From an optimization exercise on the open Yosys and OpenROAD flow, aimed at small area and a short achievable clock period; shortcuts taken in it are not production practice. No functional check of the RTL was part of any run shown here. Power and IR drop assume default switching activity.

==> flow/design.v (outline; a module is shown in full before it is edited, if it fits) <==
// module fa: 4 lines
// module ha: 4 lines
// module top_fp_mul_N32_M23_E8: 1337 lines
module top_fp_mul_N32_M23_E8(input  wire clk,
                             input  wire [31:0] a1,
                             input  wire [31:0] b1,
                             output wire [31:0] y);
  // ...
==> flow/run.sh <==
#!/bin/bash
# synth_recipe.tcl (not shown) runs the flow's synth.tcl, then flattens the netlist and writes it again
# the make line also repeats each setting of config.mk as NAME=value (left out here)
make -C /OpenROAD-flow-scripts/flow DESIGN_CONFIG=/design/flow/config.mk WORK_HOME=/design/flow/orfs CLKGATE_MAP_FILE= SYNTH_SCRIPT=/design/flow/synth_recipe.tcl finish
==> flow/config.mk <==
export PLATFORM = sky130hd
export DESIGN_NAME = top_fp_mul_N32_M23_E8
export DESIGN_NICKNAME = top_fp_mul_N32_M23_E8
export VERILOG_FILES = /design/flow/design.v
export SDC_FILE = /design/flow/constraint.sdc
export NUM_CORES = 4
export LEC_CHECK = 0
export CAP_MARGIN = 20
export CORE_MARGIN = 2
export CORE_UTILIZATION = 40
export SLEW_MARGIN = 20
==> flow/constraint.sdc <==
create_clock -name core_clock -period 8.5 [get_ports {clk}]
set_input_delay 1.7000 -clock core_clock [delete_from_list [all_inputs] [get_ports {clk}]]
set_output_delay 1.7000 -clock core_clock [all_outputs]
set_load 0.01 [all_outputs]
==> results.txt, run 1 <==
wire length on met3=approximately 8.2 mm; top layer in use=met4; Yosys top cell area share=24.5%; GRT Resource Usage Total=30.3%; HP Class=register to register; Gate Count Post-Synth=2,866; CP peak stage delay=1.03 ns; slowest stage cell, crit path=dfxtp_1; Post-Syn Area=around 22,000 um^2; via count=21,575; status=finished clean; total stage count of the critical path=19; I/O pins=between 90 and 100; CTS Sinks=approximately 120; DR WL met2=37.5 mm; adder-cell share of the synthesized area=30.5%; Tapcell Cnt=696; logic gate share of total power=79.2%; Worst Min Path Start=re[0]; CTS Buf Count=17; switching part of the total power=49.4%; reg2reg end=rp22; Clock power frac=9.3%; final hold vios=0; buffer share of cell area=6.50%; arrival time worst endpoint=7.17 ns; net switching power=between 0.003 and 0.004 W; largest cell class by area=multi-input combinational cells; Signal buffers=~170
==> run 2: changes to the inputs <==
--- a/flow/config.mk
+++ b/flow/config.mk
@@ -5,7 +5,9 @@
 export SDC_FILE = /design/flow/constraint.sdc
 export NUM_CORES = 4
 export LEC_CHECK = 0
+export ABC_AREA = 1
 export CAP_MARGIN = 20
 export CORE_MARGIN = 2
 export CORE_UTILIZATION = 40
 export SLEW_MARGIN = 20
+export SYNTH_HIERARCHICAL = 1
==> results.txt, run 2 <==
HP Class=register to register (unchanged); Top Registers=rx (25), ry (25) (unchanged); Synth Area in Compound Gates=13.3% (was 31.0%); # setup viols final=0 (unchanged); most numerous cell in the Yosys netlist=xor2_1 (was inv_1); CTS Sinks=117 (unchanged); post-synth cell types=40 (was 77); commonest cells in the netlist=xor2_1 (295), fa_1 (266), o22ai_1 (264) (was inv_1 (309), clkbuf_1 (283), a21oi_1 (281)); num rows=74 (was 85); setup TNS=0 ns (unchanged); Worst Min Path Start=re[2] (was re[0]); post-CTS setup buffers=0 (unchanged); CP Launch Type=register (unchanged); crit end category=register (unchanged); most frequent cells in the layout=xor2_1 (295), fa_1 (266), o22ai_1 (264), nand2_1 (241), inv_1 (127) (was inv_1 (309), a21oi_1 (281), fa_1 (264), nor2_1 (259), o21ai_0 (211)); final slew viol count=0 (unchanged); via count=13,505 (was 21,575); Critical Path RT=8.84 ns (was 8.89 ns); Crit Path Category=register to register (unchanged); Synth Area in Simple Gates=10.7% (was 11.6%); final period utilization=70.2% (was 79.7%); Routed WL=52.2 mm (was 84.4 mm); f_max=168 MHz (was 148 MHz); commonest non-fill, non-tap cell in the layout=xor2_1 (was inv_1); power per cell area=452 nW/um^2 (was 328 nW/um^2); Yosys reg bits=117 (unchanged); CTS tree=done (unchanged); flop-to-flop setup slack=2.53 ns (was 1.72 ns); Synth Area in XOR/XNOR=16.3% (was 3.86%); routed vias/inst=5.69 (was 6.31); I/O pins=97 (unchanged); Die W=207 um (was 236 um); number of max-cap violations=0 (unchanged); Seq/Total Area, Yosys=14.3% (was 10.9%); antenna violations before repair=0 (was 1); Gate Count Post-Synth=1,810 (was 2,866); Starting DRT DRC Count=1,449 (was 2,468); Fill cells=3,867 (was 5,369); Primary FF master, synth=dfxtp_1 (unchanged); GRT Resource Usage Total=24.8% (was 30.3%); Worst Setup SP=rb[5] (was rb[10]); min Tclk post-route=5.97 ns (was 6.78 ns); WHS=0.325 ns (was 0.322 ns); Port Buf Inserts=96 (unchanged); area leader, netlist=fa_1 (unchanged); pin count of the biggest net entering global routing=30 (was 83); status=finished clean (unchanged); Syn Area/Cell=9.07 um^2 (was 7.52 um^2); vias in the first global route=13,546 (was 20,255); proportion of synthesized area in mux cells=0% (was 0.447%); reg2reg end=rp22 (unchanged); DP HPWL=37.5 mm (was 60.2 mm); Die ar.=42,700 um^2 (was 55,800 um^2); worst r2r src=rb[5] (was rb[10]); synth top area cells=fa_1 (32%), xor2_1 (16%), dfxtp_1 (14%), o22ai_1 (10%), ha_1 (6.3%) (was fa_1 (25%), dfxtp_1 (11%), a21oi_1 (6.5%), inv_1 (5.4%), a22oi_1 (5.1%)); Peak VDD IR=0.362 mV (was 0.355 mV); Yosys top cell area share=32.5% (was 24.5%); Die H=207 um (was 236 um); fraction of layout cells with a size suffix above 1=5.98% (was 5.47%); arrival time worst endpoint=6.30 ns (was 7.17 ns); antenna viol nets, final=0 (unchanged); drt first pass iters=5 (unchanged); # hold bufs at CTS=0 (unchanged); Synthesis Warnings=7 (was 1); # resized after CTS=0 (unchanged); starting density of the core=40.4% (was 40.3%); leak pwr=7.92 nW (was 9.49 nW); worst slew pin tran=1.09 ns (was 1.12 ns); Placer Congestion=0.880 (was 0.935); async set-reset flop share out of synthesis=0% (unchanged); n_diodes=0 (unchanged); critical path endpoint=rp22 (unchanged); post-layout net count=2,241 (was 3,124); Clock Tree Buf Depth=2 (unchanged); Skew-Pair Late Insertion Delay=0.44 ns (was 0.45 ns); CTS Buf Count=17 (unchanged); largest family of logic cells by synthesized area=adder cells (was compound AO/OA/AOI/OAI gates); Slew headroom=27.0% (was 24.4%); wire per inst=22.0 um (was 24.7 um); synth-to-layout area growth=11.8% (was 7.71%); unrepaired setup endpoints after global routing=false (unchanged); FF-to-FF path depth=19 (unchanged); first-pass GRT wire length=80.5 mm (was 129 mm); H-tree depth=4 (unchanged); Post-synth EDFFs=0 (unchanged); Post-Syn Area=16,400 um^2 (was 21,600 um^2); DRC viols=0 (unchanged); GRT Residual Overflow=0 (unchanged); final hold vios=0 (unchanged); adder-cell share of the synthesized area=38.8% (was 30.5%); core area=40,600 um^2 (was 53,500 um^2); Layout Skew=0.0212 ns (was 0.0216 ns); CTS root buf=clkbuf_16 (unchanged); clock-pin slew on the worst setup and hold paths=0.08 ns (about the same); worst-path fanout max=23 (was 31)
-- run 2: critical path, cell delays in order (launching register included) --
cell and delay [ns]:
dfxtp_1 0.89, nor2_1 0.12, inv_1 0.10, nand2_1 0.08, nand2_1 0.71, o22ai_1 0.17, xor2_1 0.21, fa_1 0.47
fa_1 0.44, fa_1 0.39, fa_1 0.51, fa_1 0.41, ha_1 0.29, ha_1 0.31, a21oi_1 0.22, a21oi_1 0.10
nor3_1 0.23, nand3_1 0.11, nand2_1 0.07, nand2_1 0.05
-- run 2: report_power, final --
| part | switching, W | internal, W |
|---|---|---|
| clock | 0.000290 | 0.000444 |
| sequential | 0.0000642 | 0.000780 |
| combinational | 0.00380 | 0.00292 |
-- run 2: logic make-up (layout without fill, tap and decap cells) --
| logic type | after synthesis | in the layout |
|---|---|---|
| xor gates and xnor gates | 306 | 306 |
| other | 1 | 2 |
| DFF | 117 | 117 |
| and+or+nand+nor | 404 | 404 |
| adders and majority gates | 349 | 349 |
| AOI/OAI and AO/OA | 357 | 357 |
| buffers and inverters | 276 | 305 |
-- run 2: how the worst min path moves through the flow --
stage / end / slack [ns] / cells past startpoint
2_1_floorplan: rS2 / 0.31 / 0
3_3_place_gp: re2[4] / 0.31 / 0
3_5_place_dp: re2[7] / 0.31 / 0
4_1_cts: re2[2] / 0.33 / 0
5_1_grt: re2[7] / 0.33 / 0
6_report: re2[2] / 0.32 / 0
-- run 2: per-module statistics from Yosys, one instance, submodules excluded --
module / cells / area (um^2) / flops+latches / copies in the design
fa: 1 / 20.0 / 0 / 264
ha: 1 / 12.5 / 0 / 22
top_fp_mul_N32_M23_E8: 1524 / 10800 / 117 / 1
-- run 2: through the flow --
step | util, % | area, um^2 | power, W | instances | setup WS [ns]
after detailed placement | 43.7 | 17700 | 0.00756 | 2339 | 2.59
after global routing | 45.1 | 18300 | 0.00930 | 2372 | 2.22
final | 45.1 | 18300 | 0.00830 | 2372 | 2.53
after floorplan | - | 16400 | 0.00558 | 1811 | 3.58
after global placement | 43.7 | 17700 | 0.00745 | 2339 | 2.68
after CTS | 45.1 | 18300 | 0.00834 | 2371 | 2.59
-- run 2: per-layer routing --
| metal | up-vias | track usage (%) | wire (um) |
|---|---|---|---|
| li1 | 6049 | - | - |
| met1 | 6573 | 34.2 | 21800 |
| met2 | 801 | 36.8 | 22700 |
| met3 | 82 | 8.74 | 6530 |
| met4 | 0 | 7.09 | 1220 |
| met5 | - | 0 | 0 |
-- run 2: cell type report --
class	count	area, um^2	area share (%)
Timing Repair Buffer	133	1250	6.79
Tap cell	532	666	3.63
Inverter	140	526	2.86
Multi-Input combinational cell	1418	13000	70.7
Clock buffer	20	447	2.43
Clock inverter	12	143	0.777
Sequential cell	117	2340	12.8
==> run 3: changes to the inputs <==
--- a/flow/config.mk
+++ b/flow/config.mk
@@ -9,5 +9,6 @@
 export CAP_MARGIN = 20
 export CORE_MARGIN = 2
 export CORE_UTILIZATION = 40
+export SETUP_SLACK_MARGIN = 4.5
 export SLEW_MARGIN = 20
 export SYNTH_HIERARCHICAL = 1
==> results.txt, run 3 <==
status=finished clean (unchanged); DR WL met2=26.9 mm (was 22.7 mm); final slew viol count=0 (unchanged); unrepaired setup endpoints after global routing=true (was false); Synthesis Warnings=7 (unchanged); HP Class=register to register (unchanged); Slew headroom=46.9% (was 27.0%); Die ar.=42,700 um^2 (unchanged); CTS Buf Count=17 (unchanged); Die W=207 um (unchanged); commonest non-fill, non-tap cell in the layout=xor2_1 (unchanged); area leader, netlist=fa_1 (unchanged); placed inst area=18,000 um^2 (was 17,700 um^2); first-pass GRT wire length=88.4 mm (was 80.5 mm); final hold vios=0 (unchanged); GRT Residual Overflow=0 (unchanged); Peak VDD IR=0.514 mV (was 0.362 mV); number of max-cap violations=0 (unchanged); Skew-Pair Late Insertion Delay=0.43 ns (was 0.44 ns); Fill cells=3,367 (was 3,867); most numerous cell in the Yosys netlist=xor2_1 (unchanged); # setup viols final=0 (unchanged); area occupied by multi-input gates=14,900 um^2 (was 13,000 um^2); WL met1=23.9 mm (was 21.8 mm); via count=15,135 (was 13,505); vias in the first global route=14,755 (was 13,546); most frequent cells in the layout=xor2_1 (284), o22ai_1 (232), fa_1 (214), nand2_1 (173), buf_4 (129) (was xor2_1 (295), fa_1 (266), o22ai_1 (264), nand2_1 (241), inv_1 (127)); crit end category=register (unchanged); leak pwr=9.35 nW (was 7.92 nW); Critical Path, Cell by Cell=inv_2 > o22ai_2 > xor2_1 > fa_2 > fa_2 > fa_2 > fa_1 > fa_1 > ha_4 > ha_4 > inv_2 > nor3_2 > nand3_1 > inv_1 > nand3_1 > nand4_1 (was nor2_1 > inv_1 > nand2_1 > nand2_1 > o22ai_1 > xor2_1 > fa_1 > fa_1 > fa_1 > fa_1 > fa_1 > ha_1 > ha_1 > a21oi_1 > a21oi_1 > nor3_1 > nand3_1 > nand2_1 > nand2_1); drt first pass iters=6 (was 5); Top Registers=rx (25), ry (25) (unchanged); post-layout net count=2,410 (was 2,241); CTS root buf=clkbuf_16 (unchanged); CTS Sinks=117 (unchanged); post-route cell area=22,100 um^2 (was 18,300 um^2); fraction of layout cells with a size suffix above 1=29.1% (was 5.98%); # hold bufs at CTS=0 (unchanged); min Tclk post-route=4.68 ns (was 5.97 ns); fin util=54.5% (was 45.1%); worst-path fanout max=25 (was 23); Syn Area/Cell=9.07 um^2 (unchanged); synth-to-layout area growth=34.9% (was 11.8%); setup TNS=0 ns (unchanged); Crit Path Category=register to register (unchanged); routed vias/inst=5.96 (was 5.69); worst slew pin tran=0.793 ns (was 1.09 ns); Starting DRT DRC Count=1,800 (was 1,449); arrival time worst endpoint=5.05 ns (was 6.30 ns); final worst slack=3.82 ns (was 2.53 ns); Post-synth EDFFs=0 (unchanged); Primary FF master, synth=dfxtp_1 (unchanged); Yosys reg bits=117 (unchanged); Tot Pwr=0.0102 W (was 0.00830 W); wire length on met3=7.34 mm (was 6.53 mm); CP peak stage delay=0.55 ns (was 0.89 ns); synth top area cells=fa_1 (32%), xor2_1 (16%), dfxtp_1 (14%), o22ai_1 (10%), ha_1 (6.3%) (unchanged); top layer in use=met5 (was met4); Layout Skew=0.0146 ns (was 0.0212 ns); CTS tree=done (unchanged); wire per inst=24.0 um (was 22.0 um); n_diodes=0 (unchanged); core area=40,600 um^2 (unchanged); f_max=213 MHz (was 168 MHz); slowest stage cell, crit path=fa_2 (was dfxtp_1); crit-path most repeated cell=fa_2 (was fa_1); H-tree depth=4 (unchanged); async set-reset flop share out of synthesis=0% (unchanged); commonest cells in the netlist=xor2_1 (295), fa_1 (266), o22ai_1 (264) (unchanged); Gate Count Post-Synth=1,810 (unchanged); Register Area=2410 um^2 (was 2340 um^2); Die H=207 um (unchanged); clock-pin slew on the worst setup and hold paths=0.07 ns (was 0.08 ns); GRT Resource Usage Total=27.5% (was 24.8%); hold path depth=0 (unchanged); power per cell area=459 nW/um^2 (was 452 nW/um^2); DRC viols=0 (unchanged); Routed WL=60.9 mm (was 52.2 mm); Yosys top cell area share=32.5% (unchanged); starting density of the core=40.4% (unchanged); final period utilization=55.1% (was 70.2%); CP Launch Type=register (unchanged); Critical Path RT=8.87 ns (was 8.84 ns); Clock Tree Buf Depth=2 (unchanged); antenna viol nets, final=0 (unchanged); antenna violations before repair=0 (unchanged); post-synth cell types=40 (unchanged); DP HPWL=36.4 mm (was 37.5 mm); num rows=74 (unchanged); Placer Congestion=0.901 (was 0.880); Seq/Total Area, Yosys=14.3% (unchanged); pre-CTS WS=2.58 ns (was 2.59 ns); pin count of the biggest net entering global routing=26 (was 30); Port Buf Inserts=96 (unchanged); I/O pins=97 (unchanged); FF-to-FF path depth=16 (was 19); Post-Syn Area=16,400 um^2 (unchanged)
run 3: power by group:
group          internal (W)  switching, W  total (W)  leakage [nW]
combinational       0.00399       0.00454    0.00852          8.07
sequential         0.000789      0.000125   0.000914         0.991
clock              0.000416      0.000302   0.000718         0.292
run 3: path summary, 6_finish.rpt:
path / end / startpoint / slack [ns]
max reg2reg: ry[0] / ra[20] / 3.82
min: re2[5] / re[5] / 0.33
min reg2reg: re2[5] / re[5] / 0.33
max: ry[0] / ra[20] / 3.82
run 3: routing by layer:
layer | vias to the layer above | global-route usage (%)
li1 | 6425 | -
met1 | 7392 | 37.0
met2 | 1097 | 41.3
met3 | 217 | 7.85
met4 | 4 | 12.1
met5 | - | 0.691
run 3: logic make-up after synthesis:
kind of cell	synth area share, %
AND/OR/NAND/NOR	10.7
buffers and inverters	6.64
flip-flops	14.3
XOR/XNOR	16.3
adder cells (fa/ha/maj)	38.8
other	0.0229
AO/OA/AOI/OAI	13.3
run 3: repair_timing:
action                     in CTS  in global routing
gates resized for setup       291                236
hold endpoints to repair        0                  0
pin swaps                      85                 93
cloned                         27                  3
setup buffers                  80                 67
setup endpoints to repair      68                 58
run 3: through the flow:
stage	hold WS, ns	cells
after floorplan	0.310	1811
after global placement	0.311	2332
after detailed placement	0.312	2332
after CTS	0.327	2471
after global routing	0.332	2541
final	0.326	2541
run 3: area by class of cell:
cell class | count | area share [%]
tap | 532 | 3.01
multi-input combinational | 1432 | 67.4
clock inverter | 15 | 0.718
sequential | 117 | 10.9
inverter | 140 | 2.61
timing repair inverter | 4 | 0.102
timing repair buffer | 284 | 13.4
clock buffer | 17 | 1.92
run 3: worst max-delay path, delay by kind of cell (launching register included):
family / cells / cell delay, ns
adders and majority gates: 7 / 2.80
buffers and inverters: 3 / 0.57
and+or+nand+nor: 4 / 0.43
DFF: 1 / 0.34
xor gates and xnor gates: 1 / 0.31
AOI/OAI and AO/OA: 1 / 0.14
run 3: Yosys stat by module (local to each module, per instance):
module / flip-flops and latches / area (um^2) / copies in the design / cells inside
fa: 0 / 20.0 / 264 / 1
ha: 0 / 12.5 / 22 / 1
top_fp_mul_N32_M23_E8: 117 / 10800 / 1 / 1524
==> run 4: changes to the inputs <==
--- a/flow/config.mk
+++ b/flow/config.mk
@@ -9,6 +9,6 @@
 export CAP_MARGIN = 20
 export CORE_MARGIN = 2
 export CORE_UTILIZATION = 40
-export SETUP_SLACK_MARGIN = 4.5
+export SETUP_SLACK_MARGIN = 3.5
 export SLEW_MARGIN = 20
 export SYNTH_HIERARCHICAL = 1
==> results.txt, run 4 <==
Seq/Total Area, Yosys=14.3% (unchanged); Worst Hold End=re2[2] (was re2[5]); most numerous cell in the Yosys netlist=xor2_1 (unchanged); CTS Sinks=117 (unchanged); synth top area cells=fa_1 (32%), xor2_1 (16%), dfxtp_1 (14%), o22ai_1 (10%), ha_1 (6.3%) (unchanged); unrepaired setup endpoints after global routing=true (unchanged); Critical Path RT=8.89 ns (was 8.87 ns); crit end category=register (unchanged); # setup viols final=0 (unchanged); post-layout net count=2,294 (was 2,410); CTS Buf Count=17 (unchanged); starting density of the core=40.4% (unchanged); drt first pass iters=8 (was 6); Post-Syn Area=16,400 um^2 (unchanged); fraction of layout cells with a size suffix above 1=13.2% (was 29.1%); vias in the first global route=14,139 (was 14,755); Die ar.=42,700 um^2 (unchanged); H-tree depth=4 (unchanged); Yosys top cell area share=32.5% (unchanged); antenna viol nets, final=0 (unchanged); worst slew pin tran=0.927 ns (was 0.793 ns); Routed WL=56.7 mm (was 60.9 mm); via count=14,331 (was 15,135); Yosys reg bits=117 (unchanged); Bufs and invs on worst path=2 (was 3); Critical Path, Cell by Cell=clkinvlp_4 > buf_4 > o22ai_1 > xor2_1 > fa_1 > fa_1 > fa_1 > fa_1 > fa_1 > ha_1 > ha_1 > nand2_1 > nor2_2 > a21boi_0 > nor3_2 > nand3_1 > nand2_1 > nand2_1 (was inv_2 > o22ai_2 > xor2_1 > fa_2 > fa_2 > fa_2 > fa_1 > fa_1 > ha_4 > ha_4 > inv_2 > nor3_2 > nand3_1 > inv_1 > nand3_1 > nand4_1); Clock Tree Buf Depth=2 (unchanged); DP HPWL=37.5 mm (was 36.4 mm); Starting DRT DRC Count=1,544 (was 1,800); core area=40,600 um^2 (unchanged); number of max-cap violations=0 (unchanged); Port Buf Inserts=96 (unchanged); CTS tree=done (unchanged); Crit Path Category=register to register (unchanged); power per cell area=450 nW/um^2 (was 459 nW/um^2); final hold vios=0 (unchanged); leak pwr=8.48 nW (was 9.35 nW); wire per inst=23.4 um (was 24.0 um); Syn Area/Cell=9.07 um^2 (unchanged); final period utilization=58.2% (was 55.1%); Skew-Pair Late Insertion Delay=0.44 ns (was 0.43 ns); Register Area=2370 um^2 (was 2410 um^2); WHS=0.325 ns (was 0.326 ns); antenna violations before repair=0 (unchanged); final slew viol count=0 (unchanged); status=finished clean (unchanged); reg2reg end=rp22 (was ry[0]); Top Registers=rx (25), ry (25) (unchanged); Placer Congestion=0.880 (was 0.901); Post-synth EDFFs=0 (unchanged); commonest cells in the netlist=xor2_1 (295), fa_1 (266), o22ai_1 (264) (unchanged); commonest non-fill, non-tap cell in the layout=xor2_1 (unchanged); Layout Skew=0.0214 ns (was 0.0146 ns); post-route cell area=19,800 um^2 (was 22,100 um^2); Primary FF master, synth=dfxtp_1 (unchanged); worst-path fanout max=5 (was 25); first-pass GRT wire length=85.2 mm (was 88.4 mm); synth-to-layout area growth=20.8% (was 34.9%); CP peak stage delay=0.52 ns (was 0.55 ns); Worst Min Path Start=re[2] (was re[5]); most frequent cells in the layout=xor2_1 (295), fa_1 (261), o22ai_1 (259), nand2_1 (216), inv_1 (122) (was xor2_1 (284), o22ai_1 (232), fa_1 (214), nand2_1 (173), buf_4 (129)); flop-to-flop setup slack=3.56 ns (was 3.82 ns); crit-path most repeated cell=fa_1 (was fa_2); delay-heaviest family, CP=adder cells (unchanged); slowest stage cell, crit path=fa_1 (was fa_2); post-synth cell types=40 (unchanged); min Tclk post-route=4.94 ns (was 4.68 ns); Peak VDD IR=0.371 mV (was 0.514 mV); clock-pin slew on the worst setup and hold paths=0.08 ns (was 0.07 ns); Die W=207 um (unchanged); worst r2r src=rb[0] (was ra[20]); area leader, netlist=fa_1 (unchanged); DRC viols=0 (unchanged); placed inst area=17,700 um^2 (was 18,000 um^2); setup TNS=0 ns (unchanged); I/O pins=97 (unchanged); Slew headroom=38.1% (was 46.9%); num rows=74 (unchanged); Synthesis Warnings=7 (unchanged); n_diodes=0 (unchanged); Gate Count Post-Synth=1,810 (unchanged); area occupied by multi-input gates=13,600 um^2 (was 14,900 um^2); HP Class=register to register (unchanged); routed vias/inst=5.91 (was 5.96); GRT Resource Usage Total=26.4% (was 27.5%); GRT Residual Overflow=0 (unchanged); arrival time worst endpoint=5.33 ns (was 5.05 ns); Fill cells=3,688 (was 3,367); async set-reset flop share out of synthesis=0% (unchanged); hold path depth=0 (unchanged); CP Launch Type=register (unchanged); Die H=207 um (unchanged); FF-to-FF path depth=18 (was 16); CTS root buf=clkbuf_16 (unchanged); pin count of the biggest net entering global routing=30 (was 26); f_max=202 MHz (was 213 MHz)
==> run 4: changes by cell type in the layout (fill, tap and decap cells not counted), sizes merged <==
cell	change
buf	-129
clkdlybuf4s50	+26
nand2	-8
clkinvlp	-4
clkbuf	+3
bufbuf	-2
dlymetal6s2s	-2
inv	-2
bufinv	+1
dlygate4sd2	+1
==> run 4: how the worst max path moves through the flow <==
stage / startpoint / end / slack [ns] / cells past startpoint
after CTS: rb[7] / rp22 / 3.45 / 20
final: rb[0] / rp22 / 3.56 / 18
after detailed placement: rb[5] / rp22 / 2.59 / 17
after global routing: rb[1] / rp22 / 3.36 / 21
after global placement: rb[9] / rp22 / 2.68 / 21
after floorplan: rb[5] / rp22 / 3.58 / 21
==> run 4: cell type report <==
class	count	share of cell area [%]
repair buffers	178	10.3
clock inverters	12	0.720
multi-input cells	1424	68.6
flip-flops and latches	117	12.0
repair inverters	2	0.0505
well taps	532	3.36
inverters	140	2.75
clock buffers	20	2.25
==> run 4: layer usage <==
layer  up-vias  wire [um]  track usage, %
met5         -          0               0
met4         0       1860            7.86
met3       148       7270            9.31
met2       968      24600            39.8
met1      7037      22900            35.8
li1       6178          -               -
==> run 4: where the power goes <==
group | switching [W] | internal, W | leakage [nW]
Clock | 0.000291 | 0.000444 | 0.286
Sequential | 0.000103 | 0.000781 | 0.989
Combinational | 0.00404 | 0.00327 | 7.20
==> run 4: per-stage QoR <==
step           worst slack [ns]  power [W]  cells  utilization [%]
5_1_grt                    3.36    0.00986   2425             48.8
2_1_floorplan              3.58    0.00558   1811                -
4_1_cts                    3.45    0.00862   2409             47.6
6_report                   3.56    0.00892   2425             48.8
3_5_place_dp               2.59    0.00756   2339             43.7
3_3_place_gp               2.68    0.00745   2339             43.7
==> run 4: cell families (layout without fill, tap and decap cells) <==
logic type      count (synthesis)  in the layout  synth area share, %
fa+ha+maj                     349            349                 38.8
flops                         117            117                 14.3
other cells                     1              2               0.0229
compound gates                357            357                 13.3
xor+xnor                      306            306                 16.3
simple gates                  404            410                 10.7
buf+inv                       276            352                 6.64
==> run 4: repair_timing <==
action,4_1_cts,5_1_grt
endpoints found under the setup margin,13,15
setup buffers,22,12
pin swaps,11,20
hold buffers,0,0
gates cloned,16,4
gates resized for setup,126,72
==> run 4: modules after synthesis, one instance, submodules excluded <==
module,copies in the design,flip-flops and latches
fa,264,0
ha,22,0
top_fp_mul_N32_M23_E8,1,117

[port drivers added, routing unchanged]
In the flow no input, the clock included, has a driving cell. The finished layouts below were timed again as built, in two steps.
Step 1: set_driving_cell puts a clkbuf_16 on clk and a buf_2 on each other input, an assumption about the parent block.
Step 2, shift: input delay + t, output delay - t, t = (earliest + latest rising clock arrival at the registers) / 2. This alone moves slack from input paths to output paths.
Three values: ideal, step 1, step 2; two values: the first two.
run | shift t [ns] | setup slack, ns | worst setup path at the end | worst register clock-pin slew, ns | worst slew at a driven data input, ns
run 1 | 0.498 | 1.724 / 1.724 / 1.724 | register to register | 0.08 / 0.08 | 0.06
run 2 | 0.481 | 2.533 / 2.533 / 2.533 | register to register | 0.08 / 0.08 | 0.05
run 3 | 0.481 | 3.815 / 3.814 / 3.815 | register to register | 0.07 / 0.07 | 0.07
run 4 | 0.481 | 3.556 / 3.556 / 3.556 | register to register | 0.08 / 0.08 | 0.05
After both steps setup and hold are still met in every run listed.
